This is an optimization exercise on Yosys and OpenROAD, whose aim is small area, a short achievable clock period and few clock cycles per item, not a production implementation. RTL that was checked went through simulation tests only; none was proved equivalent to the original. For run 1, only the layout was checked, not whether the RTL still works.

## flow/design.v (module list and top-level ports; edited modules follow where they fit)
// module sram22_64x32m4w8: 20 lines
// module dot_product: 1620 lines
module dot_product #(
  parameter ADDR_WIDTH = 5,
  parameter WIDTH = 32
) (
  input clk,
  input rst,
  input [ADDR_WIDTH:0] len,
  input [WIDTH-1:0] a_data,
  input a_valid,
  output reg a_ready,
  input [WIDTH-1:0] b_data,
  input b_valid,
  output reg b_ready,
  output [WIDTH-1:0] c_data,
  output reg c_valid,
  input c_ready
);
  // ...
==> flow/flow/run.sh <==
#!/bin/bash
# Own layout flow: the standard layout (standard synthesis, floorplan,
# placement, CTS, routing) with the timing repair steps aiming at a setup
# slack margin below the clock period, so that repair keeps shortening the
# critical paths instead of stopping once the 10 ns clock is met.
# The design's clock and I/O constraints are used unchanged.
set -euo pipefail
cd "$(dirname "$0")/.."
MARGIN=$(cat flow/margin.txt)
bash standard.sh SETUP_SLACK_MARGIN="$MARGIN" finish > flow_make.log 2>&1
==> flow/flow/margin.txt <==
6.6
==> flow/standard.sh <==
#!/bin/bash
# synth_recipe.tcl (not shown) runs the flow's synth.tcl, then flattens the netlist and writes it again
# the make line also repeats each setting of config.mk as NAME=value (left out here)
make -C /OpenROAD-flow-scripts/flow DESIGN_CONFIG=/design/flow/config.mk WORK_HOME=/design/flow/orfs CLKGATE_MAP_FILE= SYNTH_SCRIPT=/design/flow/synth_recipe.tcl "${@:-finish}"
==> flow/config.mk <==
export PLATFORM = sky130hd
export DESIGN_NAME = dot_product
export DESIGN_NICKNAME = dot_product
export VERILOG_FILES = /design/flow/design.v
export SDC_FILE = /design/flow/constraint.sdc
export NUM_CORES = 4
export LEC_CHECK = 0
export CAP_MARGIN = 20
export CORE_MARGIN = 2
export CORE_UTILIZATION = 40
export PLACE_DENSITY = 0.6
export SLEW_MARGIN = 20
==> flow/constraint.sdc <==
create_clock -name core_clock -period 10.0 [get_ports {clk}]
set_input_delay 2.0000 -clock core_clock [delete_from_list [all_inputs] [get_ports {clk}]]
set_output_delay 2.0000 -clock core_clock [all_outputs]
set_load 0.01 [all_outputs]
==> results.py, run 1 <==
metrics = {
    "synthesis": {
        "synth_fa_ha_area_share_pct": 27.35,
        "postSynth.asyncResetShare_pct": 0,
        "ys_top_cells_by_area": "sky130_fd_sc_hd__fa_1, sky130_fd_sc_hd__edfxtp_1, sky130_fd_sc_hd__dfxtp_1",
        "synth.yosys.seq_area_share_pct": 29.69,
        "yosysUniqueCellTypes": 58,
        "syn_inst": 1756,
        "synth_largest_type_area_fraction_pct": 23.11,
    },
    "clocking": {
        "clock_path_buffers": 3,
        "post_cts_buffers": 117,
        "clk_pin_slew_ns": 0.07,
        "tritoncts_num_sinks": 224,
    },
    "global_route": {
        "combined_global_route_utilization_of_all_metal_layers_pct": 21.24,
        "grt_start_max_net_pins": 49,
        "remaining_global_route_overflow": 0,
        "number_of_global_route_vias_before_repair": 14430,
        "initial_antenna_violation_count": 0,
        "grt_pass1_wl_mm": 82.20,
    },
    "setup_path": {
        "critPathTopFamily": "adder cells",
        "path_depth": 15,
        "timing_worst_setup_path_type": "register to register",
        "cp_max_fo": 5,
        "critPathMaxStageDelay_ns": 0.57,
    },
    "die": {
        "rows": 79,
        "tapCellCount": 607,
    },
    "placed_design": {
        "place.port_buffers": 109,
    },
    "timing": {
        "report.final.hold_viol_count": 0,
        "final_critical_path_time_including_i_o_delays_and_setup_ns": 3.645,
        "tns_ns": 0,
    },
    "status": {
        "run_status": "no timing/DRC/antenna violations",
    },
    "cells_and_area": {
        "commonest_non_fill_non_tap_cell_in_the_layout": "sky130_fd_sc_hd__a22oi_1",
        "clock_cell_area_share_pct": 3.761,
        "antennaDiodeCount": 0,
        "stdcell_area_mm2": 0.02385,
    },
    "drt": {
        "routed-via-count": 14150,
        "wl_met1_mm": 22.94,
        "routed-wl-met3_mm": 3.513,
    },
    "min_path": {
        "holdPathEnd": "m_first",
        "worstHoldStart": "n[5]",
    },
}
==> inputs of run 2 (changes only) <==
--- a/flow/design.v
+++ b/flow/design.v
@@ -1139,45 +1139,21 @@
 assign xs401 = xs393 ^ xs394;
 wire xs402;
 assign xs402 = xs395 ^ xs396;
 wire xs403;
 assign xs403 = xs397 ^ xs398;
 wire xs404;
 assign xs404 = xs399 ^ xs400;
 wire xs405;
-assign xs405 = xc366 ^ xc368;
+assign xs405 = xs401 ^ xs402;
 wire xs406;
-assign xs406 = xc370 ^ xc372;
+assign xs406 = xs403 ^ xs404;
 wire xs407;
-assign xs407 = xc374 ^ xs401;
-wire xs408;
-assign xs408 = xs402 ^ xs403;
-wire xs409;
-assign xs409 = xs404 ^ xs405;
-wire xs410;
-assign xs410 = xs406 ^ xs407;
-wire xs411;
-assign xs411 = xs408 ^ xc376;
-wire xs412;
-assign xs412 = xc378 ^ xs409;
-wire xs413;
-assign xs413 = xs410 ^ xc380;
-wire xs414;
-assign xs414 = xc382 ^ xs411;
-wire xs415;
-assign xs415 = xs412 ^ xs413;
-wire xs416;
-assign xs416 = xs414 ^ xc384;
-wire xs417;
-assign xs417 = xs415 ^ xc386;
-wire xs418;
-assign xs418 = xs416 ^ xs417;
-wire xs419;
-assign xs419 = xc388 ^ xs418;
+assign xs407 = xs405 ^ xs406;
 reg m_0_0;
 reg m_0_1;
 reg m_1_0;
 reg m_2_0;
 reg m_2_1;
 reg m_2_2;
 reg m_3_0;
 reg m_3_1;
@@ -1260,16 +1236,28 @@
 reg m_29_1;
 reg m_29_2;
 reg m_30_0;
 reg m_30_1;
 reg m_30_2;
 reg m_31_0;
 reg m_31_1;
 reg m_31_2;
+reg m_31_3;
+reg m_31_4;
+reg m_31_5;
+reg m_31_6;
+reg m_31_7;
+reg m_31_8;
+reg m_31_9;
+reg m_31_10;
+reg m_31_11;
+reg m_31_12;
+reg m_31_13;
+reg m_31_14;
 always @(posedge clk) begin
   m_0_0 <= pp0_0;
   m_0_1 <= b_neg[0];
   m_1_0 <= pp0_1;
   m_2_0 <= pp0_2;
   m_2_1 <= pp1_0;
   m_2_2 <= b_neg[1];
   m_3_0 <= pp0_3;
@@ -1350,271 +1338,307 @@
   m_28_1 <= xs337;
   m_28_2 <= xs335;
   m_29_0 <= xc336;
   m_29_1 <= xs361;
   m_29_2 <= xs363;
   m_30_0 <= xc364;
   m_30_1 <= xs389;
   m_30_2 <= xs391;
-  m_31_0 <= xs419;
-  m_31_1 <= xc390;
-  m_31_2 <= xc392;
+  m_31_0 <= xs407;
+  m_31_1 <= xc366;
+  m_31_2 <= xc368;
+  m_31_3 <= xc370;
+  m_31_4 <= xc372;
+  m_31_5 <= xc374;
+  m_31_6 <= xc376;
+  m_31_7 <= xc378;
+  m_31_8 <= xc380;
+  m_31_9 <= xc382;
+  m_31_10 <= xc384;
+  m_31_11 <= xc386;
+  m_31_12 <= xc388;
+  m_31_13 <= xc390;
+  m_31_14 <= xc392;
 end
 wire [WIDTH-1:0] accg = m_first ? {WIDTH{1'b0}} : acc;
+wire ys408;
+wire yc409;
+assign ys408 = m_0_0 ^ m_0_1;
+assign yc409 = m_0_0 & m_0_1;
+wire ys410;
+wire yc411;
+assign ys410 = m_1_0 ^ accg[1];
+assign yc411 = m_1_0 & accg[1];
+wire ys412;
+wire yc413;
+assign ys412 = m_2_0 ^ m_2_1 ^ m_2_2;
+assign yc413 = (m_2_0 & m_2_1) | (m_2_0 & m_2_2) | (m_2_1 & m_2_2);
+wire ys414;
+wire yc415;
+assign ys414 = accg[2] ^ yc411;
+assign yc415 = accg[2] & yc411;
+wire ys416;
+wire yc417;
+assign ys416 = m_3_0 ^ m_3_1 ^ accg[3];
+assign yc417 = (m_3_0 & m_3_1) | (m_3_0 & accg[3]) | (m_3_1 & accg[3]);
+wire ys418;
+wire yc419;
+assign ys418 = yc413 ^ yc415;
+assign yc419 = yc413 & yc415;
 wire ys420;
 wire yc421;
-assign ys420 = m_0_0 ^ m_0_1;
-assign yc421 = m_0_0 & m_0_1;
+assign ys420 = m_4_0 ^ m_4_1 ^ m_4_2;
+assign yc421 = (m_4_0 & m_4_1) | (m_4_0 & m_4_2) | (m_4_1 & m_4_2);
 wire ys422;
 wire yc423;
-assign ys422 = m_1_0 ^ accg[1];
-assign yc423 = m_1_0 & accg[1];
+assign ys422 = accg[4] ^ yc417 ^ ys420;
+assign yc423 = (accg[4] & yc417) | (accg[4] & ys420) | (yc417 & ys420);
 wire ys424;
 wire yc425;
-assign ys424 = m_2_0 ^ m_2_1 ^ m_2_2;
-assign yc425 = (m_2_0 & m_2_1) | (m_2_0 & m_2_2) | (m_2_1 & m_2_2);
+assign ys424 = m_5_0 ^ m_5_1 ^ m_5_2;
+assign yc425 = (m_5_0 & m_5_1) | (m_5_0 & m_5_2) | (m_5_1 & m_5_2);
 wire ys426;
 wire yc427;
-assign ys426 = accg[2] ^ yc423;
-assign yc427 = accg[2] & yc423;
+assign ys426 = accg[5] ^ yc421 ^ ys424;
+assign yc427 = (accg[5] & yc421) | (accg[5] & ys424) | (yc421 & ys424);
 wire ys428;
 wire yc429;
-assign ys428 = m_3_0 ^ m_3_1 ^ accg[3];
-assign yc429 = (m_3_0 & m_3_1) | (m_3_0 & accg[3]) | (m_3_1 & accg[3]);
+assign ys428 = m_6_0 ^ m_6_1 ^ m_6_2;
+assign yc429 = (m_6_0 & m_6_1) | (m_6_0 & m_6_2) | (m_6_1 & m_6_2);
 wire ys430;
 wire yc431;
-assign ys430 = yc425 ^ yc427;
-assign yc431 = yc425 & yc427;
+assign ys430 = accg[6] ^ yc425 ^ ys428;
+assign yc431 = (accg[6] & yc425) | (accg[6] & ys428) | (yc425 & ys428);
 wire ys432;
 wire yc433;
-assign ys432 = m_4_0 ^ m_4_1 ^ m_4_2;
-assign yc433 = (m_4_0 & m_4_1) | (m_4_0 & m_4_2) | (m_4_1 & m_4_2);
+assign ys432 = m_7_0 ^ m_7_1 ^ m_7_2;
+assign yc433 = (m_7_0 & m_7_1) | (m_7_0 & m_7_2) | (m_7_1 & m_7_2);
 wire ys434;
 wire yc435;
-assign ys434 = accg[4] ^ yc429 ^ ys432;
-assign yc435 = (accg[4] & yc429) | (accg[4] & ys432) | (yc429 & ys432);
+assign ys434 = accg[7] ^ yc429 ^ ys432;
+assign yc435 = (accg[7] & yc429) | (accg[7] & ys432) | (yc429 & ys432);
 wire ys436;
 wire yc437;
-assign ys436 = m_5_0 ^ m_5_1 ^ m_5_2;
-assign yc437 = (m_5_0 & m_5_1) | (m_5_0 & m_5_2) | (m_5_1 & m_5_2);
+assign ys436 = m_8_0 ^ m_8_1 ^ m_8_2;
+assign yc437 = (m_8_0 & m_8_1) | (m_8_0 & m_8_2) | (m_8_1 & m_8_2);
 wire ys438;
 wire yc439;
-assign ys438 = accg[5] ^ yc433 ^ ys436;
-assign yc439 = (accg[5] & yc433) | (accg[5] & ys436) | (yc433 & ys436);
+assign ys438 = accg[8] ^ yc433 ^ ys436;
+assign yc439 = (accg[8] & yc433) | (accg[8] & ys436) | (yc433 & ys436);
 wire ys440;
 wire yc441;
-assign ys440 = m_6_0 ^ m_6_1 ^ m_6_2;
-assign yc441 = (m_6_0 & m_6_1) | (m_6_0 & m_6_2) | (m_6_1 & m_6_2);
+assign ys440 = m_9_0 ^ m_9_1 ^ m_9_2;
+assign yc441 = (m_9_0 & m_9_1) | (m_9_0 & m_9_2) | (m_9_1 & m_9_2);
 wire ys442;
 wire yc443;
-assign ys442 = accg[6] ^ yc437 ^ ys440;
-assign yc443 = (accg[6] & yc437) | (accg[6] & ys440) | (yc437 & ys440);
+assign ys442 = accg[9] ^ yc437 ^ ys440;
+assign yc443 = (accg[9] & yc437) | (accg[9] & ys440) | (yc437 & ys440);
 wire ys444;
 wire yc445;
-assign ys444 = m_7_0 ^ m_7_1 ^ m_7_2;
-assign yc445 = (m_7_0 & m_7_1) | (m_7_0 & m_7_2) | (m_7_1 & m_7_2);
+assign ys444 = m_10_0 ^ m_10_1 ^ m_10_2;
+assign yc445 = (m_10_0 & m_10_1) | (m_10_0 & m_10_2) | (m_10_1 & m_10_2);
 wire ys446;
 wire yc447;
-assign ys446 = accg[7] ^ yc441 ^ ys444;
-assign yc447 = (accg[7] & yc441) | (accg[7] & ys444) | (yc441 & ys444);
+assign ys446 = accg[10] ^ yc441 ^ ys444;
+assign yc447 = (accg[10] & yc441) | (accg[10] & ys444) | (yc441 & ys444);
 wire ys448;
 wire yc449;
-assign ys448 = m_8_0 ^ m_8_1 ^ m_8_2;
-assign yc449 = (m_8_0 & m_8_1) | (m_8_0 & m_8_2) | (m_8_1 & m_8_2);
+assign ys448 = m_11_0 ^ m_11_1 ^ m_11_2;
+assign yc449 = (m_11_0 & m_11_1) | (m_11_0 & m_11_2) | (m_11_1 & m_11_2);
 wire ys450;
 wire yc451;
-assign ys450 = accg[8] ^ yc445 ^ ys448;
-assign yc451 = (accg[8] & yc445) | (accg[8] & ys448) | (yc445 & ys448);
+assign ys450 = accg[11] ^ yc445 ^ ys448;
+assign yc451 = (accg[11] & yc445) | (accg[11] & ys448) | (yc445 & ys448);
 wire ys452;
 wire yc453;
-assign ys452 = m_9_0 ^ m_9_1 ^ m_9_2;
-assign yc453 = (m_9_0 & m_9_1) | (m_9_0 & m_9_2) | (m_9_1 & m_9_2);
+assign ys452 = m_12_0 ^ m_12_1 ^ m_12_2;
+assign yc453 = (m_12_0 & m_12_1) | (m_12_0 & m_12_2) | (m_12_1 & m_12_2);
 wire ys454;
 wire yc455;
-assign ys454 = accg[9] ^ yc449 ^ ys452;
-assign yc455 = (accg[9] & yc449) | (accg[9] & ys452) | (yc449 & ys452);
+assign ys454 = accg[12] ^ yc449 ^ ys452;
+assign yc455 = (accg[12] & yc449) | (accg[12] & ys452) | (yc449 & ys452);
 wire ys456;
 wire yc457;
-assign ys456 = m_10_0 ^ m_10_1 ^ m_10_2;
-assign yc457 = (m_10_0 & m_10_1) | (m_10_0 & m_10_2) | (m_10_1 & m_10_2);
+assign ys456 = m_13_0 ^ m_13_1 ^ m_13_2;
+assign yc457 = (m_13_0 & m_13_1) | (m_13_0 & m_13_2) | (m_13_1 & m_13_2);
 wire ys458;
 wire yc459;
-assign ys458 = accg[10] ^ yc453 ^ ys456;
-assign yc459 = (accg[10] & yc453) | (accg[10] & ys456) | (yc453 & ys456);
+assign ys458 = accg[13] ^ yc453 ^ ys456;
+assign yc459 = (accg[13] & yc453) | (accg[13] & ys456) | (yc453 & ys456);
 wire ys460;
 wire yc461;
-assign ys460 = m_11_0 ^ m_11_1 ^ m_11_2;
-assign yc461 = (m_11_0 & m_11_1) | (m_11_0 & m_11_2) | (m_11_1 & m_11_2);
+assign ys460 = m_14_0 ^ m_14_1 ^ m_14_2;
+assign yc461 = (m_14_0 & m_14_1) | (m_14_0 & m_14_2) | (m_14_1 & m_14_2);
 wire ys462;
 wire yc463;
-assign ys462 = accg[11] ^ yc457 ^ ys460;
-assign yc463 = (accg[11] & yc457) | (accg[11] & ys460) | (yc457 & ys460);
+assign ys462 = accg[14] ^ yc457 ^ ys460;
+assign yc463 = (accg[14] & yc457) | (accg[14] & ys460) | (yc457 & ys460);
 wire ys464;
 wire yc465;
-assign ys464 = m_12_0 ^ m_12_1 ^ m_12_2;
-assign yc465 = (m_12_0 & m_12_1) | (m_12_0 & m_12_2) | (m_12_1 & m_12_2);
+assign ys464 = m_15_0 ^ m_15_1 ^ m_15_2;
+assign yc465 = (m_15_0 & m_15_1) | (m_15_0 & m_15_2) | (m_15_1 & m_15_2);
 wire ys466;
 wire yc467;
-assign ys466 = accg[12] ^ yc461 ^ ys464;
-assign yc467 = (accg[12] & yc461) | (accg[12] & ys464) | (yc461 & ys464);
+assign ys466 = accg[15] ^ yc461 ^ ys464;
+assign yc467 = (accg[15] & yc461) | (accg[15] & ys464) | (yc461 & ys464);
 wire ys468;
 wire yc469;
-assign ys468 = m_13_0 ^ m_13_1 ^ m_13_2;
-assign yc469 = (m_13_0 & m_13_1) | (m_13_0 & m_13_2) | (m_13_1 & m_13_2);
+assign ys468 = m_16_0 ^ m_16_1 ^ m_16_2;
+assign yc469 = (m_16_0 & m_16_1) | (m_16_0 & m_16_2) | (m_16_1 & m_16_2);
 wire ys470;
 wire yc471;
-assign ys470 = accg[13] ^ yc465 ^ ys468;
-assign yc471 = (accg[13] & yc465) | (accg[13] & ys468) | (yc465 & ys468);
+assign ys470 = accg[16] ^ yc465 ^ ys468;
+assign yc471 = (accg[16] & yc465) | (accg[16] & ys468) | (yc465 & ys468);
 wire ys472;
 wire yc473;
-assign ys472 = m_14_0 ^ m_14_1 ^ m_14_2;
-assign yc473 = (m_14_0 & m_14_1) | (m_14_0 & m_14_2) | (m_14_1 & m_14_2);
+assign ys472 = m_17_0 ^ m_17_1 ^ m_17_2;
+assign yc473 = (m_17_0 & m_17_1) | (m_17_0 & m_17_2) | (m_17_1 & m_17_2);
 wire ys474;
 wire yc475;
-assign ys474 = accg[14] ^ yc469 ^ ys472;
-assign yc475 = (accg[14] & yc469) | (accg[14] & ys472) | (yc469 & ys472);
+assign ys474 = accg[17] ^ yc469 ^ ys472;
+assign yc475 = (accg[17] & yc469) | (accg[17] & ys472) | (yc469 & ys472);
 wire ys476;
 wire yc477;
-assign ys476 = m_15_0 ^ m_15_1 ^ m_15_2;
-assign yc477 = (m_15_0 & m_15_1) | (m_15_0 & m_15_2) | (m_15_1 & m_15_2);
+assign ys476 = m_18_0 ^ m_18_1 ^ m_18_2;
+assign yc477 = (m_18_0 & m_18_1) | (m_18_0 & m_18_2) | (m_18_1 & m_18_2);
 wire ys478;
 wire yc479;
-assign ys478 = accg[15] ^ yc473 ^ ys476;
-assign yc479 = (accg[15] & yc473) | (accg[15] & ys476) | (yc473 & ys476);
+assign ys478 = accg[18] ^ yc473 ^ ys476;
+assign yc479 = (accg[18] & yc473) | (accg[18] & ys476) | (yc473 & ys476);
 wire ys480;
 wire yc481;
-assign ys480 = m_16_0 ^ m_16_1 ^ m_16_2;
-assign yc481 = (m_16_0 & m_16_1) | (m_16_0 & m_16_2) | (m_16_1 & m_16_2);
+assign ys480 = m_19_0 ^ m_19_1 ^ m_19_2;
+assign yc481 = (m_19_0 & m_19_1) | (m_19_0 & m_19_2) | (m_19_1 & m_19_2);
 wire ys482;
 wire yc483;
-assign ys482 = accg[16] ^ yc477 ^ ys480;
-assign yc483 = (accg[16] & yc477) | (accg[16] & ys480) | (yc477 & ys480);
+assign ys482 = accg[19] ^ yc477 ^ ys480;
+assign yc483 = (accg[19] & yc477) | (accg[19] & ys480) | (yc477 & ys480);
 wire ys484;
 wire yc485;
-assign ys484 = m_17_0 ^ m_17_1 ^ m_17_2;
-assign yc485 = (m_17_0 & m_17_1) | (m_17_0 & m_17_2) | (m_17_1 & m_17_2);
+assign ys484 = m_20_0 ^ m_20_1 ^ m_20_2;
+assign yc485 = (m_20_0 & m_20_1) | (m_20_0 & m_20_2) | (m_20_1 & m_20_2);
 wire ys486;
 wire yc487;
-assign ys486 = accg[17] ^ yc481 ^ ys484;
-assign yc487 = (accg[17] & yc481) | (accg[17] & ys484) | (yc481 & ys484);
+assign ys486 = accg[20] ^ yc481 ^ ys484;
+assign yc487 = (accg[20] & yc481) | (accg[20] & ys484) | (yc481 & ys484);
 wire ys488;
 wire yc489;
-assign ys488 = m_18_0 ^ m_18_1 ^ m_18_2;
-assign yc489 = (m_18_0 & m_18_1) | (m_18_0 & m_18_2) | (m_18_1 & m_18_2);
+assign ys488 = m_21_0 ^ m_21_1 ^ m_21_2;
+assign yc489 = (m_21_0 & m_21_1) | (m_21_0 & m_21_2) | (m_21_1 & m_21_2);
 wire ys490;
 wire yc491;
-assign ys490 = accg[18] ^ yc485 ^ ys488;
-assign yc491 = (accg[18] & yc485) | (accg[18] & ys488) | (yc485 & ys488);
+assign ys490 = accg[21] ^ yc485 ^ ys488;
+assign yc491 = (accg[21] & yc485) | (accg[21] & ys488) | (yc485 & ys488);
 wire ys492;
 wire yc493;
-assign ys492 = m_19_0 ^ m_19_1 ^ m_19_2;
-assign yc493 = (m_19_0 & m_19_1) | (m_19_0 & m_19_2) | (m_19_1 & m_19_2);
+assign ys492 = m_22_0 ^ m_22_1 ^ m_22_2;
+assign yc493 = (m_22_0 & m_22_1) | (m_22_0 & m_22_2) | (m_22_1 & m_22_2);
 wire ys494;
 wire yc495;
-assign ys494 = accg[19] ^ yc489 ^ ys492;
-assign yc495 = (accg[19] & yc489) | (accg[19] & ys492) | (yc489 & ys492);
+assign ys494 = accg[22] ^ yc489 ^ ys492;
+assign yc495 = (accg[22] & yc489) | (accg[22] & ys492) | (yc489 & ys492);
 wire ys496;
 wire yc497;
-assign ys496 = m_20_0 ^ m_20_1 ^ m_20_2;
-assign yc497 = (m_20_0 & m_20_1) | (m_20_0 & m_20_2) | (m_20_1 & m_20_2);
+assign ys496 = m_23_0 ^ m_23_1 ^ m_23_2;
+assign yc497 = (m_23_0 & m_23_1) | (m_23_0 & m_23_2) | (m_23_1 & m_23_2);
 wire ys498;
 wire yc499;
-assign ys498 = accg[20] ^ yc493 ^ ys496;
-assign yc499 = (accg[20] & yc493) | (accg[20] & ys496) | (yc493 & ys496);
+assign ys498 = accg[23] ^ yc493 ^ ys496;
+assign yc499 = (accg[23] & yc493) | (accg[23] & ys496) | (yc493 & ys496);
 wire ys500;
 wire yc501;
-assign ys500 = m_21_0 ^ m_21_1 ^ m_21_2;
-assign yc501 = (m_21_0 & m_21_1) | (m_21_0 & m_21_2) | (m_21_1 & m_21_2);
+assign ys500 = m_24_0 ^ m_24_1 ^ m_24_2;
+assign yc501 = (m_24_0 & m_24_1) | (m_24_0 & m_24_2) | (m_24_1 & m_24_2);
 wire ys502;
 wire yc503;
-assign ys502 = accg[21] ^ yc497 ^ ys500;
-assign yc503 = (accg[21] & yc497) | (accg[21] & ys500) | (yc497 & ys500);
+assign ys502 = accg[24] ^ yc497 ^ ys500;
+assign yc503 = (accg[24] & yc497) | (accg[24] & ys500) | (yc497 & ys500);
 wire ys504;
 wire yc505;
-assign ys504 = m_22_0 ^ m_22_1 ^ m_22_2;
-assign yc505 = (m_22_0 & m_22_1) | (m_22_0 & m_22_2) | (m_22_1 & m_22_2);
+assign ys504 = m_25_0 ^ m_25_1 ^ m_25_2;
+assign yc505 = (m_25_0 & m_25_1) | (m_25_0 & m_25_2) | (m_25_1 & m_25_2);
 wire ys506;
 wire yc507;
-assign ys506 = accg[22] ^ yc501 ^ ys504;
-assign yc507 = (accg[22] & yc501) | (accg[22] & ys504) | (yc501 & ys504);
+assign ys506 = accg[25] ^ yc501 ^ ys504;
+assign yc507 = (accg[25] & yc501) | (accg[25] & ys504) | (yc501 & ys504);
 wire ys508;
 wire yc509;
-assign ys508 = m_23_0 ^ m_23_1 ^ m_23_2;
-assign yc509 = (m_23_0 & m_23_1) | (m_23_0 & m_23_2) | (m_23_1 & m_23_2);
+assign ys508 = m_26_0 ^ m_26_1 ^ m_26_2;
+assign yc509 = (m_26_0 & m_26_1) | (m_26_0 & m_26_2) | (m_26_1 & m_26_2);
 wire ys510;
 wire yc511;
-assign ys510 = accg[23] ^ yc505 ^ ys508;
-assign yc511 = (accg[23] & yc505) | (accg[23] & ys508) | (yc505 & ys508);
+assign ys510 = accg[26] ^ yc505 ^ ys508;
+assign yc511 = (accg[26] & yc505) | (accg[26] & ys508) | (yc505 & ys508);
 wire ys512;
 wire yc513;
-assign ys512 = m_24_0 ^ m_24_1 ^ m_24_2;
-assign yc513 = (m_24_0 & m_24_1) | (m_24_0 & m_24_2) | (m_24_1 & m_24_2);
+assign ys512 = m_27_0 ^ m_27_1 ^ m_27_2;
+assign yc513 = (m_27_0 & m_27_1) | (m_27_0 & m_27_2) | (m_27_1 & m_27_2);
 wire ys514;
 wire yc515;
-assign ys514 = accg[24] ^ yc509 ^ ys512;
-assign yc515 = (accg[24] & yc509) | (accg[24] & ys512) | (yc509 & ys512);
+assign ys514 = accg[27] ^ yc509 ^ ys512;
+assign yc515 = (accg[27] & yc509) | (accg[27] & ys512) | (yc509 & ys512);
 wire ys516;
 wire yc517;
-assign ys516 = m_25_0 ^ m_25_1 ^ m_25_2;
-assign yc517 = (m_25_0 & m_25_1) | (m_25_0 & m_25_2) | (m_25_1 & m_25_2);
+assign ys516 = m_28_0 ^ m_28_1 ^ m_28_2;
+assign yc517 = (m_28_0 & m_28_1) | (m_28_0 & m_28_2) | (m_28_1 & m_28_2);
 wire ys518;
 wire yc519;
-assign ys518 = accg[25] ^ yc513 ^ ys516;
-assign yc519 = (accg[25] & yc513) | (accg[25] & ys516) | (yc513 & ys516);
+assign ys518 = accg[28] ^ yc513 ^ ys516;
+assign yc519 = (accg[28] & yc513) | (accg[28] & ys516) | (yc513 & ys516);
 wire ys520;
 wire yc521;
-assign ys520 = m_26_0 ^ m_26_1 ^ m_26_2;
-assign yc521 = (m_26_0 & m_26_1) | (m_26_0 & m_26_2) | (m_26_1 & m_26_2);
+assign ys520 = m_29_0 ^ m_29_1 ^ m_29_2;
+assign yc521 = (m_29_0 & m_29_1) | (m_29_0 & m_29_2) | (m_29_1 & m_29_2);
 wire ys522;
 wire yc523;
-assign ys522 = accg[26] ^ yc517 ^ ys520;
-assign yc523 = (accg[26] & yc517) | (accg[26] & ys520) | (yc517 & ys520);
+assign ys522 = accg[29] ^ yc517 ^ ys520;
+assign yc523 = (accg[29] & yc517) | (accg[29] & ys520) | (yc517 & ys520);
 wire ys524;
 wire yc525;
-assign ys524 = m_27_0 ^ m_27_1 ^ m_27_2;
-assign yc525 = (m_27_0 & m_27_1) | (m_27_0 & m_27_2) | (m_27_1 & m_27_2);
+assign ys524 = m_30_0 ^ m_30_1 ^ m_30_2;
+assign yc525 = (m_30_0 & m_30_1) | (m_30_0 & m_30_2) | (m_30_1 & m_30_2);
 wire ys526;
 wire yc527;
-assign ys526 = accg[27] ^ yc521 ^ ys524;
-assign yc527 = (accg[27] & yc521) | (accg[27] & ys524) | (yc521 & ys524);
+assign ys526 = accg[30] ^ yc521 ^ ys524;
+assign yc527 = (accg[30] & yc521) | (accg[30] & ys524) | (yc521 & ys524);
 wire ys528;
-wire yc529;
-assign ys528 = m_28_0 ^ m_28_1 ^ m_28_2;
-assign yc529 = (m_28_0 & m_28_1) | (m_28_0 & m_28_2) | (m_28_1 & m_28_2);
+assign ys528 = m_31_0 ^ m_31_1;
+wire ys529;
+assign ys529 = m_31_2 ^ m_31_3;
 wire ys530;
-wire yc531;
-assign ys530 = accg[28] ^ yc525 ^ ys528;
-assign yc531 = (accg[28] & yc525) | (accg[28] & ys528) | (yc525 & ys528);
+assign ys530 = m_31_4 ^ m_31_5;
+wire ys531;
+assign ys531 = m_31_6 ^ m_31_7;
 wire ys532;
-wire yc533;
-assign ys532 = m_29_0 ^ m_29_1 ^ m_29_2;
-assign yc533 = (m_29_0 & m_29_1) | (m_29_0 & m_29_2) | (m_29_1 & m_29_2);
+assign ys532 = m_31_8 ^ m_31_9;
+wire ys533;
+assign ys533 = m_31_10 ^ m_31_11;
 wire ys534;
-wire yc535;
-assign ys534 = accg[29] ^ yc529 ^ ys532;
-assign yc535 = (accg[29] & yc529) | (accg[29] & ys532) | (yc529 & ys532);
+assign ys534 = m_31_12 ^ m_31_13;
+wire ys535;
+assign ys535 = m_31_14 ^ accg[31];
 wire ys536;
-wire yc537;
-assign ys536 = m_30_0 ^ m_30_1 ^ m_30_2;
-assign yc537 = (m_30_0 & m_30_1) | (m_30_0 & m_30_2) | (m_30_1 & m_30_2);
+assign ys536 = ys528 ^ ys529;
+wire ys537;
+assign ys537 = ys530 ^ ys531;
 wire ys538;
-wire yc539;
-assign ys538 = accg[30] ^ yc533 ^ ys536;
-assign yc539 = (accg[30] & yc533) | (accg[30] & ys536) | (yc533 & ys536);
+assign ys538 = ys532 ^ ys533;
+wire ys539;
+assign ys539 = ys534 ^ ys535;
 wire ys540;
-assign ys540 = m_31_0 ^ m_31_1;
+assign ys540 = yc525 ^ ys536;
 wire ys541;
-assign ys541 = m_31_2 ^ accg[31];
+assign ys541 = ys537 ^ ys538;
 wire ys542;
-assign ys542 = ys540 ^ ys541;
+assign ys542 = ys539 ^ ys540;
 wire ys543;
-assign ys543 = yc537 ^ ys542;
-wire [WIDTH-1:0] sx = {ys543, yc535, yc531, yc527, yc523, yc519, yc515, yc511, yc507, yc503, yc499, yc495, yc491, yc487, yc483, yc479, yc475, yc471, yc467, yc463, yc459, yc455, yc451, yc447, yc443, yc439, yc435, yc431, ys428, ys424, yc421, accg[0]};
-wire [WIDTH-1:0] sy = {yc539, ys538, ys534, ys530, ys526, ys522, ys518, ys514, ys510, ys506, ys502, ys498, ys494, ys490, ys486, ys482, ys478, ys474, ys470, ys466, ys462, ys458, ys454, ys450, ys446, ys442, ys438, ys434, ys430, ys426, ys422, ys420};
+assign ys543 = ys541 ^ ys542;
+wire [WIDTH-1:0] sx = {yc527, yc523, yc519, yc515, yc511, yc507, yc503, yc499, yc495, yc491, yc487, yc483, yc479, yc475, yc471, yc467, yc463, yc459, yc455, yc451, yc447, yc443, yc439, yc435, yc431, yc427, yc423, yc419, ys416, ys412, yc409, accg[0]};
+wire [WIDTH-1:0] sy = {ys543, ys526, ys522, ys518, ys514, ys510, ys506, ys502, ys498, ys494, ys490, ys486, ys482, ys478, ys474, ys470, ys466, ys462, ys458, ys454, ys450, ys446, ys442, ys438, ys434, ys430, ys426, ys422, ys418, ys414, ys410, ys408};
 wire [WIDTH-1:0] acc_nx = sx + sy;
 always @(posedge clk) begin
   len_r <= len;
   if (rst) begin
     a_full <= 1'b0;
     b_full <= 1'b0;
     a_ready <= 1'b1;
     b_ready <= 1'b1;
==> run 2 against run 1 <==
Compared with the run above: via count grew 3.0%; critical endpoint is now m_30_1; synthesized cell count up 1.9%.
==> results.py, run 2 <==
metrics = {
    "global_route": {
        "number_of_global_route_vias_before_repair": 15110,
        "initial_antenna_violation_count": 0,
        "combined_global_route_utilization_of_all_metal_layers_pct": 22.94,
        "grt_pass1_wl_mm": 88.45,
        "grt_start_max_net_pins": 49,
        "remaining_global_route_overflow": 0,
    },
    "die": {
        "fp.dieH_um": 223.2,
        "core_region_area_mm2": 0.04755,
        "dieWidth_um": 223.2,
        "io_pins": 110,
        "rows": 80,
        "floorplan.die_area_mm2": 0.04982,
        "initial_standard_cell_utilization_of_the_core_pct": 40.42,
    },
    "setup_path": {
        "critPathCapture": "m_30_1",
        "rr_startpoint": "a_r[26]",
        "critPathMaxStageDelay_ns": 0.54,
        "setup.worst_path.start_class": "register",
        "timing_worst_setup_path_type": "register to register",
        "cp_max_fo": 3,
        "cp.arrival_ns": 3.94,
        "cp_cell_sequence": "buf_4 > buf_6 > a22oi_2 > xnor2_2 > fa_2 > fa_1 > inv_2 > fa_2 > fa_2 > inv_2 > fa_1",
        "timing.critical_path.from": "a_r[26]",
        "critical-path-slowest-cell": "sky130_fd_sc_hd__fa_1",
        "reg2reg_depth": 11,
        "setup.reg_to_reg.worst_slack_ns": 6.50,
        "cp-end-kind": "register",
        "rr_endpoint": "m_30_1",
        "crit_required_ns": 10.44,
        "timing.critical_path.mode_cell": "sky130_fd_sc_hd__fa_2",
    },
    "synthesis": {
        "synth_common_cells": "sky130_fd_sc_hd__a22oi_1, sky130_fd_sc_hd__fa_1, sky130_fd_sc_hd__xnor2_1",
        "postSynth.asyncResetShare_pct": 0,
        "ys_top_cells_by_area": "sky130_fd_sc_hd__fa_1, sky130_fd_sc_hd__edfxtp_1, sky130_fd_sc_hd__dfxtp_1",
        "synthesis.area_per_instance_um2": 10.74,
        "post-synth-top-count-cell": "sky130_fd_sc_hd__a22oi_1",
        "yosysUniqueCellTypes": 58,
        "yosys.area.top_type": "sky130_fd_sc_hd__fa_1",
        "postSynthRegisterBits": 236,
        "post_synth_instance_area_mm2": 0.01922,
        "synth.yosys.seq_area_share_pct": 30.42,
        "number_of_synthesized_flops_with_an_enable_pin": 112,
        "synth_largest_type_area_fraction_pct": 22.71,
        "dominantRegCellSynth": "sky130_fd_sc_hd__dfxtp_1",
        "yosys_warnings": 1,
        "syn_inst": 1790,
        "synth_nets": 2147,
    },
    "flow_run": {
        "drv_cap": 0,
    },
    "timing": {
        "layout_setup_ws_ns": 6.501,
        "clock-skew-final_ns": 0.02041,
        "final.period_utilization_pct": 34.99,
        "max_slew_margin_pct": 38.21,
        "fmax_ghz": 0.2858,
        "grt_setup_unrepaired": "yes",
        "final_critical_path_time_including_i_o_delays_and_setup_ns": 3.499,
        "tns_ns": 0,
        "slew_of_the_pin_with_the_lowest_slew_margin_ns": 0.9036,
        "report.final.slew_viol_count": 0,
        "setup_viol": 0,
        "timing.hold.ws_ns": 0.5183,
        "report.final.hold_viol_count": 0,
    },
    "drt": {
        "drt_pass1_iterations": 5,
        "ant_nets": 0,
        "routed-via-count": 14570,
        "drt_iter0_markers": 1215,
        "remaining_drc_errors": 0,
        "detail_route.wl_per_cell_um": 21.48,
        "drt_wl_total_mm": 56.94,
        "routed_via_density": 5.495,
    },
    "placed_design": {
        "place.port_buffers": 109,
        "dp_slack_ns": 5.723,
        "place_area_mm2": 0.02078,
        "gpl_congestion": 0.8721,
        "place_hpwl_mm": 37.74,
    },
    "cells_and_area": {
        "most-common-layout-cells": "sky130_fd_sc_hd__a22oi_1, sky130_fd_sc_hd__xnor2_1, sky130_fd_sc_hd__inv_1",
        "commonest_non_fill_non_tap_cell_in_the_layout": "sky130_fd_sc_hd__a22oi_1",
        "stdcell_area_mm2": 0.02440,
        "share_of_cells_above_drive_strength_1_pct": 22.26,
        "reg.largest.list": "a_r x32, acc x32",
        "finalNetCount": 2372,
        "flow.area_growth_from_synthesis_pct": 26.98,
    },
    "clocking": {
        "tritoncts_num_sinks": 236,
        "clkLatencyLatePin_ns": 0.58,
        "cts-root-buf": "sky130_fd_sc_hd__clkbuf_16",
        "clock_path_buffers": 3,
        "htreeDepth": 1,
        "cts_tree": "yes",
        "numCtsBuffers": 27,
        "clk_pin_slew_ns": 0.06,
    },
    "status": {
        "run_status": "no timing/DRC/antenna violations",
    },
    "min_path": {
        "min_path_type": "register to register",
        "worstHoldStart": "b_neg[15]",
    },
}
[run 2: worst max-delay path: cells and delay by family, from the launching register on]
kind | cells | cell delay (ns)
AO/OA/AOI/OAI | 1 | 0.21
XOR/XNOR | 1 | 0.15
buffers and inverters | 4 | 0.38
flip-flops | 1 | 0.45
adder cells (fa/ha/maj) | 5 | 2.19
[run 2: worst min-delay path by stage]
stage,endpoint,cells after the start
floorplan,m_0_1,0
global placement,m_31_6,2
detailed placement,m_31_6,2
CTS,m_31_6,2
global route,c_valid,3
finish,m_31_6,2
[run 2: routing by layer]
layer,vias up,wire [µm],track usage (%)
met5,-,0,0
met4,0,2951,10.26
met3,148,4518,4.293
met2,695,25710,36.94
met1,7245,23750,30.15
li1,6479,-,-
[run 2: what timing repair did]
item	CTS	global route
buffers inserted	164	32
resized for setup	134	117
pin swaps	48	87
endpoints found under the setup margin	94	39
cloned	6	0
hold buffers	0	0
[run 2: cell families after synthesis]
family / after synthesis / share of synthesized area, %
buf+inv: 328 / 6.426
fa+ha+maj: 282 / 26.88
compound gates: 383 / 14.32
mux: 5 / 0.2864
simple gates: 201 / 5.495
flops: 236 / 30.42
xor+xnor: 355 / 16.18
[run 2: layout make-up]
class                      instances  area [µm²]
fill                            4094       23140
multi-input combinational       1226       12900
sequential                       236        5853
timing repair buffer             337        3241
clock buffer                      40       823.3
tap                              615       769.5
inverter                         187       718.2
clock inverter                     9       96.34
antenna                            1       2.502
[run 2: through the flow]
stage	instances	util (%)
3_5_place_dp	2398	43.72
6_report	2651	51.33
5_1_grt	2650	51.32
2_1_floorplan	1790	-
4_1_cts	2617	49.72
3_3_place_gp	2398	43.72
Testbench counts of run 2, summed over its fixed seeds: cycles 10,109, items 512.
==> inputs of run 3 (changes only) <==
==> flow/flow/margin.txt (replaced) <==
7.0
==> run 3 against run 2 <==
Compared with the run above: die area did not move; non-clock buffer count rose by 43; critical endpoint is now acc[28]; largest cell class unchanged; design area rose by 5.3%; global-route usage rose by 0.43 points; synthesized area did not move.
==> results.py, run 3 <==
metrics = {
    "min_path": {
        "holdPathEnd": "b_ready",
        "min_path_type": "register to register",
        "worstHoldPathCells": 2,
        "worstHoldStart": "a_full",
    },
    "synthesis": {
        "synth_common_cells": "sky130_fd_sc_hd__a22oi_1, sky130_fd_sc_hd__fa_1, sky130_fd_sc_hd__xnor2_1",
        "synth_nets": 2147,
        "synth.yosys.seq_area_share_pct": 30.42,
        "yosys.area.top_type": "sky130_fd_sc_hd__fa_1",
        "post_synth_instance_area_mm2": 0.01922,
        "synth_largest_type_area_fraction_pct": 22.71,
        "synthesis.area_per_instance_um2": 10.74,
        "number_of_synthesized_flops_with_an_enable_pin": 112,
        "postSynth.asyncResetShare_pct": 0,
        "post-synth-top-count-cell": "sky130_fd_sc_hd__a22oi_1",
        "postSynthRegisterBits": 236,
        "dominantRegCellSynth": "sky130_fd_sc_hd__dfxtp_1",
        "yosysUniqueCellTypes": 58,
        "yosys_warnings": 1,
        "syn_inst": 1790,
        "ys_top_cells_by_area": "sky130_fd_sc_hd__fa_1, sky130_fd_sc_hd__edfxtp_1, sky130_fd_sc_hd__dfxtp_1",
    },
    "drt": {
        "drt_iter0_markers": 1348,
        "drt_wl_total_mm": 59.04,
        "detail_route.wl_per_cell_um": 21.91,
        "drt_pass1_iterations": 5,
        "remaining_drc_errors": 0,
        "wl_met1_mm": 23.97,
        "routed_via_density": 5.504,
        "routed-wl-met3_mm": 4.220,
        "highest_metal_used": "met5",
        "routed-via-count": 14830,
        "met2_length_mm": 27.68,
        "ant_nets": 0,
    },
    "placed_design": {
        "dp_cells": 2398,
        "place_area_mm2": 0.02108,
        "place.port_buffers": 109,
        "gpl_congestion": 0.8709,
        "place_hpwl_mm": 37.86,
    },
    "timing": {
        "report.final.hold_viol_count": 0,
        "final.period_utilization_pct": 34.94,
        "clock-skew-final_ns": 0.02235,
        "slew_of_the_pin_with_the_lowest_slew_margin_ns": 0.6970,
        "report.final.slew_viol_count": 0,
        "final_critical_path_time_including_i_o_delays_and_setup_ns": 3.494,
        "fmax_ghz": 0.2862,
        "setup_viol": 0,
        "grt_setup_unrepaired": "yes",
        "tns_ns": 0,
        "max_slew_margin_pct": 53.41,
    },
    "die": {
        "floorplan.die_area_mm2": 0.04982,
        "io_pins": 110,
        "rows": 80,
        "dieWidth_um": 223.2,
        "core_region_area_mm2": 0.04755,
        "initial_standard_cell_utilization_of_the_core_pct": 40.42,
        "fp.dieH_um": 223.2,
    },
    "clocking": {
        "cts_tree": "yes",
        "htreeDepth": 1,
        "cts.hold.buffers_added": 0,
        "clkLatencyLatePin_ns": 0.58,
        "clk_pin_slew_ns": 0.06,
        "tritoncts_num_sinks": 236,
        "numCtsBuffers": 28,
        "clock_path_buffers": 3,
        "cts-root-buf": "sky130_fd_sc_hd__clkbuf_16",
    },
    "setup_path": {
        "cp.arrival_ns": 3.81,
        "setup.reg_to_reg.worst_slack_ns": 6.51,
        "rr_startpoint": "m_5_0",
        "timing_worst_setup_path_type": "register to register",
        "crit_required_ns": 10.32,
        "setup.worst_path.start_class": "register",
        "cp_max_fo": 4,
        "cp-end-kind": "register",
        "reg2reg_depth": 11,
        "rr_endpoint": "acc[28]",
    },
    "global_route": {
        "grt_pass1_wl_mm": 89.61,
        "combined_global_route_utilization_of_all_metal_layers_pct": 23.37,
        "grt_start_max_net_pins": 49,
        "initial_antenna_violation_count": 1,
        "remaining_global_route_overflow": 0,
        "number_of_global_route_vias_before_repair": 15240,
    },
    "cells_and_area": {
        "most-common-layout-cells": "sky130_fd_sc_hd__xnor2_1, sky130_fd_sc_hd__buf_4, sky130_fd_sc_hd__a22oi_1",
        "flow.area_growth_from_synthesis_pct": 33.76,
        "reg.largest.list": "a_r x32, acc x32",
        "share_of_cells_above_drive_strength_1_pct": 33.32,
        "commonest_non_fill_non_tap_cell_in_the_layout": "sky130_fd_sc_hd__xnor2_1",
        "antennaDiodeCount": 0,
        "instances_no_fill": 2695,
        "finalNetCount": 2416,
        "stdcell_area_mm2": 0.02571,
    },
    "flow_run": {
        "drv_cap": 0,
    },
    "status": {
        "run_status": "no timing/DRC/antenna violations",
    },
}
## run 3: through the flow
step / hold slack, ns / setup WS (ns) / util, %
floorplan: 0.3462 / 6.714 / -
global placement: 0.5134 / 5.904 / 44.34
detailed placement: 0.5225 / 5.852 / 44.34
CTS: 0.5332 / 6.430 / 52.33
global route: 0.5499 / 6.392 / 54.07
finish: 0.5276 / 6.506 / 54.07
## run 3: how the worst max path moves through the flow
stage | endpoint | cells after the start | from | slack [ns]
after floorplan | acc[28] | 13 | m_first | 6.71
after global placement | acc[25] | 12 | m_first | 5.90
after detailed placement | acc[25] | 12 | m_first | 5.85
after CTS | acc[19] | 10 | m_6_2 | 6.43
after global routing | acc[30] | 11 | m_6_1 | 6.39
final | acc[28] | 11 | m_5_0 | 6.51
## run 3: what timing repair did
| action | in CTS | in global routing |
|---|---|---|
| setup buffers | 210 | 28 |
| pin swaps | 104 | 135 |
| gates cloned | 8 | 0 |
| endpoints found under the setup margin | 119 | 102 |
| gates resized for setup | 368 | 142 |
## run 3: cell families (layout without fill, tap and decap cells)
group | after synthesis | in the layout | synth area share, %
compound gates | 383 | 383 | 14.32
xor+xnor | 355 | 355 | 16.18
fa+ha+maj | 282 | 282 | 26.88
buf+inv | 328 | 618 | 6.426
flops | 236 | 236 | 30.42
mux | 5 | 5 | 0.2864
simple gates | 201 | 201 | 5.495
## run 3: final cells by class
cell class                 count  area (µm²)
clock buffer                  32       715.7
clock inverter                19       221.5
fill                        3994       21840
inverter                     187       710.7
multi-input combinational   1226       13560
sequential                   236        5857
tap                          615       769.5
timing repair buffer         380        3872
## run 3: worst max-delay path: stages, from the launching register on
cell	delay, ns
sky130_fd_sc_hd__dfxtp_2	0.32
sky130_fd_sc_hd__fa_2	0.59
sky130_fd_sc_hd__fa_1	0.47
sky130_fd_sc_hd__ha_4	0.32
sky130_fd_sc_hd__nand3_4	0.07
sky130_fd_sc_hd__buf_4	0.15
sky130_fd_sc_hd__or4_4	0.50
sky130_fd_sc_hd__nand3_4	0.10
sky130_fd_sc_hd__o41ai_4	0.08
sky130_fd_sc_hd__o31ai_4	0.39
sky130_fd_sc_hd__a21oi_2	0.11
sky130_fd_sc_hd__xnor2_1	0.14
## run 3: metal layers
layer  vias up  global-route usage (%)
li1       6577                       -
met1      7409                   31.11
met2       679                   38.00
met3       166                   3.358
met4         2                   10.37
met5         -                       0
==> inputs of run 4 (changes only) <==
--- a/flow/config.mk
+++ b/flow/config.mk
@@ -8,5 +8,7 @@
 export CAP_MARGIN = 20
 export CORE_MARGIN = 2
 export CORE_UTILIZATION = 40
+export CTS_CLUSTER_DIAMETER = 100
+export CTS_CLUSTER_SIZE = 30
 export PLACE_DENSITY = 0.6
 export SLEW_MARGIN = 20
==> run 4 against run 3 <==
Compared with the run above: register-to-register slack improved by 0.02 ns; wire length is 0.11% lower; clock skew rose by 0.0074 ns; clock-buffer cell count is 16 lower; setup slack gained 0.023 ns; synthesized area is the same; design area decreased by 1.7%; critical path depth unchanged; critical path type unchanged; largest cell class unchanged.
==> results.py, run 4 <==
metrics = {
    "setup_path": {
        "timing_worst_setup_path_type": "register to register",
        "setup.worst_path.start_class": "register",
        "crit_required_ns": 10.26,
        "rr_endpoint": "acc[19]",
        "cp.arrival_ns": 3.74,
        "cp_max_fo": 4,
        "timing.critical_path.from": "m_6_1",
        "setup.reg_to_reg.worst_slack_ns": 6.53,
        "reg2reg_depth": 11,
        "cp-end-kind": "register",
        "rr_startpoint": "m_6_1",
    },
    "clocking": {
        "cts.hold.buffers_added": 0,
        "cts_tree": "yes",
        "clkLatencyLatePin_ns": 0.52,
        "clk_pin_slew_ns": 0.12,
        "cts-root-buf": "sky130_fd_sc_hd__clkbuf_16",
        "clock_path_buffers": 3,
        "tritoncts_num_sinks": 236,
        "htreeDepth": 1,
        "numCtsBuffers": 13,
    },
    "synthesis": {
        "yosys_warnings": 1,
        "post_synth_instance_area_mm2": 0.01922,
        "synthesis.area_per_instance_um2": 10.74,
        "postSynth.asyncResetShare_pct": 0,
        "synth.yosys.seq_area_share_pct": 30.42,
        "syn_inst": 1790,
        "synth_common_cells": "sky130_fd_sc_hd__a22oi_1, sky130_fd_sc_hd__fa_1, sky130_fd_sc_hd__xnor2_1",
        "post-synth-top-count-cell": "sky130_fd_sc_hd__a22oi_1",
        "ys_top_cells_by_area": "sky130_fd_sc_hd__fa_1, sky130_fd_sc_hd__edfxtp_1, sky130_fd_sc_hd__dfxtp_1",
        "synth_nets": 2147,
        "number_of_synthesized_flops_with_an_enable_pin": 112,
        "synth_largest_type_area_fraction_pct": 22.71,
        "yosysUniqueCellTypes": 58,
        "yosys.area.top_type": "sky130_fd_sc_hd__fa_1",
        "postSynthRegisterBits": 236,
        "dominantRegCellSynth": "sky130_fd_sc_hd__dfxtp_1",
    },
    "min_path": {
        "min_path_type": "register to register",
        "worstHoldPathCells": 2,
        "holdPathEnd": "b_ready",
        "worstHoldStart": "a_full",
    },
    "timing": {
        "clock-skew-final_ns": 0.02974,
        "tns_ns": 0,
        "slew_of_the_pin_with_the_lowest_slew_margin_ns": 0.6961,
        "fmax_ghz": 0.2880,
        "final.period_utilization_pct": 34.72,
        "timing.hold.ws_ns": 0.5360,
        "setup_viol": 0,
        "report.final.slew_viol_count": 0,
        "grt_setup_unrepaired": "yes",
        "final_critical_path_time_including_i_o_delays_and_setup_ns": 3.472,
        "max_slew_margin_pct": 53.48,
        "report.final.hold_viol_count": 0,
    },
    "cells_and_area": {
        "share_of_cells_above_drive_strength_1_pct": 32.50,
        "most-common-layout-cells": "sky130_fd_sc_hd__xnor2_1, sky130_fd_sc_hd__a22oi_1, sky130_fd_sc_hd__buf_4",
        "commonest_non_fill_non_tap_cell_in_the_layout": "sky130_fd_sc_hd__xnor2_1",
        "stdcell_area_mm2": 0.02527,
        "antennaDiodeCount": 0,
        "reg.largest.list": "a_r x32, acc x32",
        "num-fill-cells": 4026,
        "finalNetCount": 2403,
        "flow.area_growth_from_synthesis_pct": 31.51,
    },
    "global_route": {
        "remaining_global_route_overflow": 0,
        "grt_start_max_net_pins": 49,
        "number_of_global_route_vias_before_repair": 15210,
        "grt_pass1_wl_mm": 89.67,
        "combined_global_route_utilization_of_all_metal_layers_pct": 23.43,
        "initial_antenna_violation_count": 1,
    },
    "drt": {
        "drt_pass1_iterations": 5,
        "routed_via_density": 5.525,
        "drt_wl_total_mm": 58.97,
        "routed-via-count": 14740,
        "wl_met1_mm": 24.05,
        "routed-wl-met3_mm": 4.421,
        "ant_nets": 0,
        "met2_length_mm": 27.57,
        "remaining_drc_errors": 0,
        "detail_route.wl_per_cell_um": 22.11,
        "drt_iter0_markers": 1225,
        "highest_metal_used": "met5",
    },
    "die": {
        "initial_standard_cell_utilization_of_the_core_pct": 40.42,
        "core_region_area_mm2": 0.04755,
        "floorplan.die_area_mm2": 0.04982,
        "fp.dieH_um": 223.2,
        "io_pins": 110,
        "dieWidth_um": 223.2,
        "rows": 80,
    },
    "flow_run": {
        "drv_cap": 0,
    },
    "placed_design": {
        "place_hpwl_mm": 37.86,
        "place.port_buffers": 109,
        "place_area_mm2": 0.02108,
        "gpl_congestion": 0.8709,
    },
    "status": {
        "run_status": "no timing/DRC/antenna violations",
    },
}
==> run 4: changes by cell type in the layout (fill, tap and decap cells not counted), sizes merged <==
cell      delta
clkbuf      -16
bufinv       -4
bufbuf       +1
buf          +1
clkinvlp     -4
clkinv       -8
inv          +2
==> run 4: layer usage <==
layer | global-route usage, % | vias to the layer above
met2 | 38.57 | 666
met3 | 3.227 | 158
li1 | - | 6544
met4 | 9.461 | 2
met5 | 0 | -
met1 | 31.25 | 7366
==> run 4: final cells by class <==
class	instances	area, µm²	share of cell area [%]
Clock inverter	5	70.07	0.2772
Inverter	187	710.7	2.812
Sequential cell	236	5859	23.18
Multi-Input combinational cell	1226	13550	53.61
Timing Repair Buffer	382	3958	15.66
Clock buffer	16	357.8	1.416
Tap cell	615	769.5	3.045
==> run 4: worst max-delay path, cell delays in order (launching register included) <==
cell                        delay, ns
sky130_fd_sc_hd__dfxtp_2         0.34
sky130_fd_sc_hd__fa_1            0.56
sky130_fd_sc_hd__fa_1            0.46
sky130_fd_sc_hd__ha_4            0.32
sky130_fd_sc_hd__a21oi_2         0.06
sky130_fd_sc_hd__and2b_2         0.25
sky130_fd_sc_hd__nor3_2          0.05
sky130_fd_sc_hd__a221o_2         0.47
sky130_fd_sc_hd__o31ai_4         0.21
sky130_fd_sc_hd__buf_6           0.16
sky130_fd_sc_hd__a2111oi_4       0.07
sky130_fd_sc_hd__a311o_1         0.27
==> run 4: cell families (layout without fill, tap and decap cells) <==
logic type	after synthesis	in the layout	synth area share, %
AO/OA/AOI/OAI	383	383	14.32
XOR/XNOR	355	355	16.18
adder cells (fa/ha/maj)	282	282	26.88
buffers and inverters	328	590	6.426
flip-flops	236	236	30.42
multiplexers	5	5	0.2864
AND/OR/NAND/NOR	201	201	5.495
==> run 4: through the flow <==
stage / setup WS [ns] / cells / util (%)
3_3_place_gp: 5.904 / 2398 / 44.34
4_1_cts: 6.407 / 2638 / 51.44
3_5_place_dp: 5.852 / 2398 / 44.34
5_1_grt: 6.389 / 2667 / 53.16
2_1_floorplan: 6.714 / 1790 / -
6_report: 6.528 / 2667 / 53.16
==> run 4: worst max path at each step <==
stage,endpoint,slack [ns],depth (start not counted)
2_1_floorplan,acc[28],6.71,13
3_3_place_gp,acc[25],5.90,12
3_5_place_dp,acc[25],5.85,12
4_1_cts,acc[19],6.41,10
5_1_grt,acc[30],6.39,10
6_report,acc[19],6.53,11
==> run 4: repair_timing <==
item	CTS	global route
resized for setup	397	138
buffers inserted	210	29
endpoints found under the setup margin	119	103
gates cloned	9	0
pin swaps	115	93
==> inputs of run 5 (changes only) <==
==> flow/flow/run.sh (replaced) <==
#!/bin/bash
# Own layout flow: the standard layout (standard synthesis, floorplan,
# placement, CTS, routing) run through standard.sh, with extra make settings
# read from flow/make_args.txt (one VAR=value per line). They set how hard
# timing repair works (a setup slack margin, so that repair keeps shortening
# the critical paths after the 10 ns clock is met) and which buffer cell
# buffers the ports. The design's clock and I/O constraints are unchanged.
# make's full output goes to flow_make.log here; each ORFS step also keeps
# its own log under orfs/logs/.
set -euo pipefail
cd "$(dirname "$0")/.."
args=()
while IFS= read -r line || [[ -n "$line" ]]; do
  [[ -z "$line" || "$line" == \#* ]] && continue
  args+=("$line")
done < flow/make_args.txt
bash standard.sh "${args[@]}" finish > flow_make.log 2>&1
==> flow/flow/make_args.txt (new file) <==
SETUP_SLACK_MARGIN=6.8
BUFFER_PORTS_ARGS=-buffer_cell sky130_fd_sc_hd__buf_2
--- a/flow/config.mk
+++ b/flow/config.mk
@@ -8,7 +8,5 @@
 export CAP_MARGIN = 20
 export CORE_MARGIN = 2
 export CORE_UTILIZATION = 40
-export CTS_CLUSTER_DIAMETER = 100
-export CTS_CLUSTER_SIZE = 30
 export PLACE_DENSITY = 0.6
 export SLEW_MARGIN = 20
removed: flow/flow/margin.txt
==> run 5 against run 4 <==
Compared with the run above: still clean; global-route usage shrank 0.38 points; design area shrank 2.7%; final cell count shrank 0.56%; clock-buffer cell count grew 19; via count shrank 1.9%; synthesized area is the same; wire length shrank 1.9%.
==> results.py, run 5 <==
metrics = {
    "synthesis": {
        "yosysUniqueCellTypes": 58,
        "post_synth_instance_area_mm2": 0.01922,
        "postSynthRegisterBits": 236,
        "post-synth-top-count-cell": "sky130_fd_sc_hd__a22oi_1",
        "synth.yosys.seq_area_share_pct": 30.42,
        "yosys_warnings": 1,
        "number_of_synthesized_flops_with_an_enable_pin": 112,
        "synth_nets": 2147,
        "synthesis.area_per_instance_um2": 10.74,
        "yosys.area.top_type": "sky130_fd_sc_hd__fa_1",
        "postSynth.asyncResetShare_pct": 0,
        "dominantRegCellSynth": "sky130_fd_sc_hd__dfxtp_1",
        "syn_inst": 1790,
        "ys_top_cells_by_area": "sky130_fd_sc_hd__fa_1, sky130_fd_sc_hd__edfxtp_1, sky130_fd_sc_hd__dfxtp_1",
        "synth_common_cells": "sky130_fd_sc_hd__a22oi_1, sky130_fd_sc_hd__fa_1, sky130_fd_sc_hd__xnor2_1",
        "synth_largest_type_area_fraction_pct": 22.71,
    },
    "setup_path": {
        "setup.reg_to_reg.worst_slack_ns": 6.52,
        "critPathMaxStageDelay_ns": 0.61,
        "reg2reg_depth": 11,
        "rr_endpoint": "acc[31]",
        "timing.critical_path.mode_cell": "sky130_fd_sc_hd__fa_2",
        "critical-path-slowest-cell": "sky130_fd_sc_hd__fa_2",
        "crit_required_ns": 10.31,
        "cp.arrival_ns": 3.79,
        "cp-end-kind": "register",
        "setup.worst_path.start_class": "register",
        "timing_worst_setup_path_type": "register to register",
        "cp_max_fo": 4,
        "cp_cell_sequence": "fa_2 > fa_2 > ha_4 > nand3_4 > nor2_4 > o31ai_2 > a221o_2 > buf_4 > a311oi_4 > nor3_4 > xnor2_1",
        "rr_startpoint": "m_5_1",
        "timing.critical_path.from": "m_5_1",
    },
    "status": {
        "run_status": "no timing/DRC/antenna violations",
    },
    "drt": {
        "remaining_drc_errors": 0,
        "drt_pass1_iterations": 5,
        "ant_nets": 0,
        "drt_iter0_markers": 1175,
        "drt_wl_total_mm": 57.88,
        "detail_route.wl_per_cell_um": 21.82,
        "highest_metal_used": "met4",
        "routed-via-count": 14460,
        "wl_met1_mm": 23.91,
        "routed-wl-met3_mm": 4.072,
        "met2_length_mm": 26.75,
        "routed_via_density": 5.452,
    },
    "die": {
        "initial_standard_cell_utilization_of_the_core_pct": 40.42,
        "rows": 80,
        "core_region_area_mm2": 0.04755,
        "dieWidth_um": 223.2,
        "fp.dieH_um": 223.2,
        "floorplan.die_area_mm2": 0.04982,
        "io_pins": 110,
    },
    "timing": {
        "final_critical_path_time_including_i_o_delays_and_setup_ns": 3.480,
        "clock-skew-final_ns": 0.01430,
        "report.final.slew_viol_count": 0,
        "slew_of_the_pin_with_the_lowest_slew_margin_ns": 0.9006,
        "report.final.hold_viol_count": 0,
        "layout_setup_ws_ns": 6.520,
        "final.period_utilization_pct": 34.80,
        "grt_setup_unrepaired": "yes",
        "tns_ns": 0,
        "max_slew_margin_pct": 38.40,
        "setup_viol": 0,
        "fmax_ghz": 0.2874,
        "timing.hold.ws_ns": 0.5229,
    },
    "global_route": {
        "number_of_global_route_vias_before_repair": 15240,
        "grt_start_max_net_pins": 49,
        "remaining_global_route_overflow": 0,
        "grt_pass1_wl_mm": 88.84,
        "combined_global_route_utilization_of_all_metal_layers_pct": 23.04,
        "initial_antenna_violation_count": 0,
    },
    "clocking": {
        "cts_tree": "yes",
        "htreeDepth": 1,
        "numCtsBuffers": 28,
        "tritoncts_num_sinks": 236,
        "clk_pin_slew_ns": 0.06,
        "cts-root-buf": "sky130_fd_sc_hd__clkbuf_16",
        "cts.hold.buffers_added": 0,
        "clkLatencyLatePin_ns": 0.57,
        "clock_path_buffers": 3,
    },
    "cells_and_area": {
        "multi_input_gate_area_in_the_final_layout_mm2": 0.01338,
        "commonest_non_fill_non_tap_cell_in_the_layout": "sky130_fd_sc_hd__xnor2_1",
        "final_util_pct": 51.73,
        "flow.area_growth_from_synthesis_pct": 27.99,
        "reg.largest.list": "a_r x32, acc x32",
        "num-fill-cells": 4076,
        "antennaDiodeCount": 0,
        "finalNetCount": 2372,
        "share_of_cells_above_drive_strength_1_pct": 33.78,
        "stdcell_area_mm2": 0.02460,
        "layout.area.seq_mm2": 0.005857,
        "most-common-layout-cells": "sky130_fd_sc_hd__xnor2_1, sky130_fd_sc_hd__a22oi_1, sky130_fd_sc_hd__buf_4",
    },
    "placed_design": {
        "dp_slack_ns": 5.962,
        "gpl_congestion": 0.8856,
        "place.port_buffers": 109,
        "place_hpwl_mm": 37.93,
        "place_area_mm2": 0.02044,
    },
    "min_path": {
        "min_path_type": "register to register",
        "worstHoldStart": "b_neg[15]",
        "worstHoldPathCells": 2,
        "holdPathEnd": "m_31_6",
    },
    "flow_run": {
        "drv_cap": 0,
    },
}
==> run 5: cell counts after synthesis <==
No cell type changed its count.
==> run 5: worst max-delay path, delay by kind of cell, from the launching register on <==
kind	cells	cell delay, ns
flops	1	0.32
buf+inv	1	0.18
compound gates	3	0.88
xor+xnor	1	0.15
fa+ha+maj	3	1.39
simple gates	3	0.29
==> run 5: timing repair <==
action | in CTS | in global routing
resized for setup | 141 | 197
pin swaps | 69 | 103
endpoints found under the setup margin | 73 | 60
setup buffers | 160 | 33
gates cloned | 7 | 0
==> run 5: per-layer routing <==
| metal | global-route usage [%] | vias to the layer above |
|---|---|---|
| met1 | 30.48 | 7230 |
| met2 | 36.73 | 596 |
| met5 | 0 | - |
| li1 | - | 6475 |
| met3 | 3.819 | 157 |
| met4 | 11.43 | 0 |
==> run 5: how the worst max path moves through the flow <==
stage	slack (ns)	cells past startpoint	endpoint
after floorplan	6.71	13	acc[28]
after global placement	6.00	12	acc[25]
after detailed placement	5.96	12	acc[31]
after CTS	6.48	11	acc[19]
after global routing	6.44	11	acc[19]
final	6.52	11	acc[31]
==> run 5: cells by family (layout without fill, tap and decap cells) <==
group | Yosys count | after routing | synth area share (%)
DFF | 236 | 236 | 30.42
and+or+nand+nor | 201 | 201 | 5.495
xor gates and xnor gates | 355 | 355 | 16.18
adders and majority gates | 282 | 282 | 26.88
muxes | 5 | 5 | 0.2864
buffers and inverters | 328 | 575 | 6.426
AOI/OAI and AO/OA | 383 | 383 | 14.32
==> run 5: final cells by class <==
| type | instances | area share [%] |
|---|---|---|
| clock inverters | 17 | 0.6867 |
| multi-input cells | 1226 | 54.40 |
| repair buffers | 336 | 11.86 |
| clock buffers | 35 | 3.215 |
| flip-flops and latches | 236 | 23.81 |
| well taps | 615 | 3.128 |
| inverters | 187 | 2.899 |
==> run 5: through the flow <==
| stage | cells |
|---|---|
| 2_1_floorplan | 1790 |
| 3_3_place_gp | 2400 |
| 3_5_place_dp | 2400 |
| 4_1_cts | 2619 |
| 5_1_grt | 2652 |
| 6_report | 2652 |

[afterwards: timing with drivers on the ports]
The flow's constraints put no driver on any port. The routed layouts listed below were extracted and timed again, unchanged, in two steps.
Step 1: set_driving_cell puts a clkbuf_16 on clk and a buf_2 on each other input, an assumption about the parent block.
Step 2 also shifts input and output timing later by t, the mid clock arrival at the registers, as if the neighbouring blocks saw the same clock.
Three values: ideal ports, drivers, drivers and shift; two values: the first two.
run	t, ns	slack for setup (ns)	worst setup path after step 2	worst data-port slew with drivers (ns)	pins driven straight from the clock port
run 1	0.621	6.355 / 6.355 / 6.355	register to register	0.07	1
run 2	0.625	6.501 / 6.501 / 6.501	register to register	0.05	1
run 3	0.619	6.506 / 6.506 / 6.506	register to register	0.06	1
run 4	0.554	6.528 / 6.528 / 6.528	register to register	0.06	1
run 5	0.617	6.520 / 6.520 / 6.520	register to register	0.05	1
After both steps setup and hold are still met in every run listed.
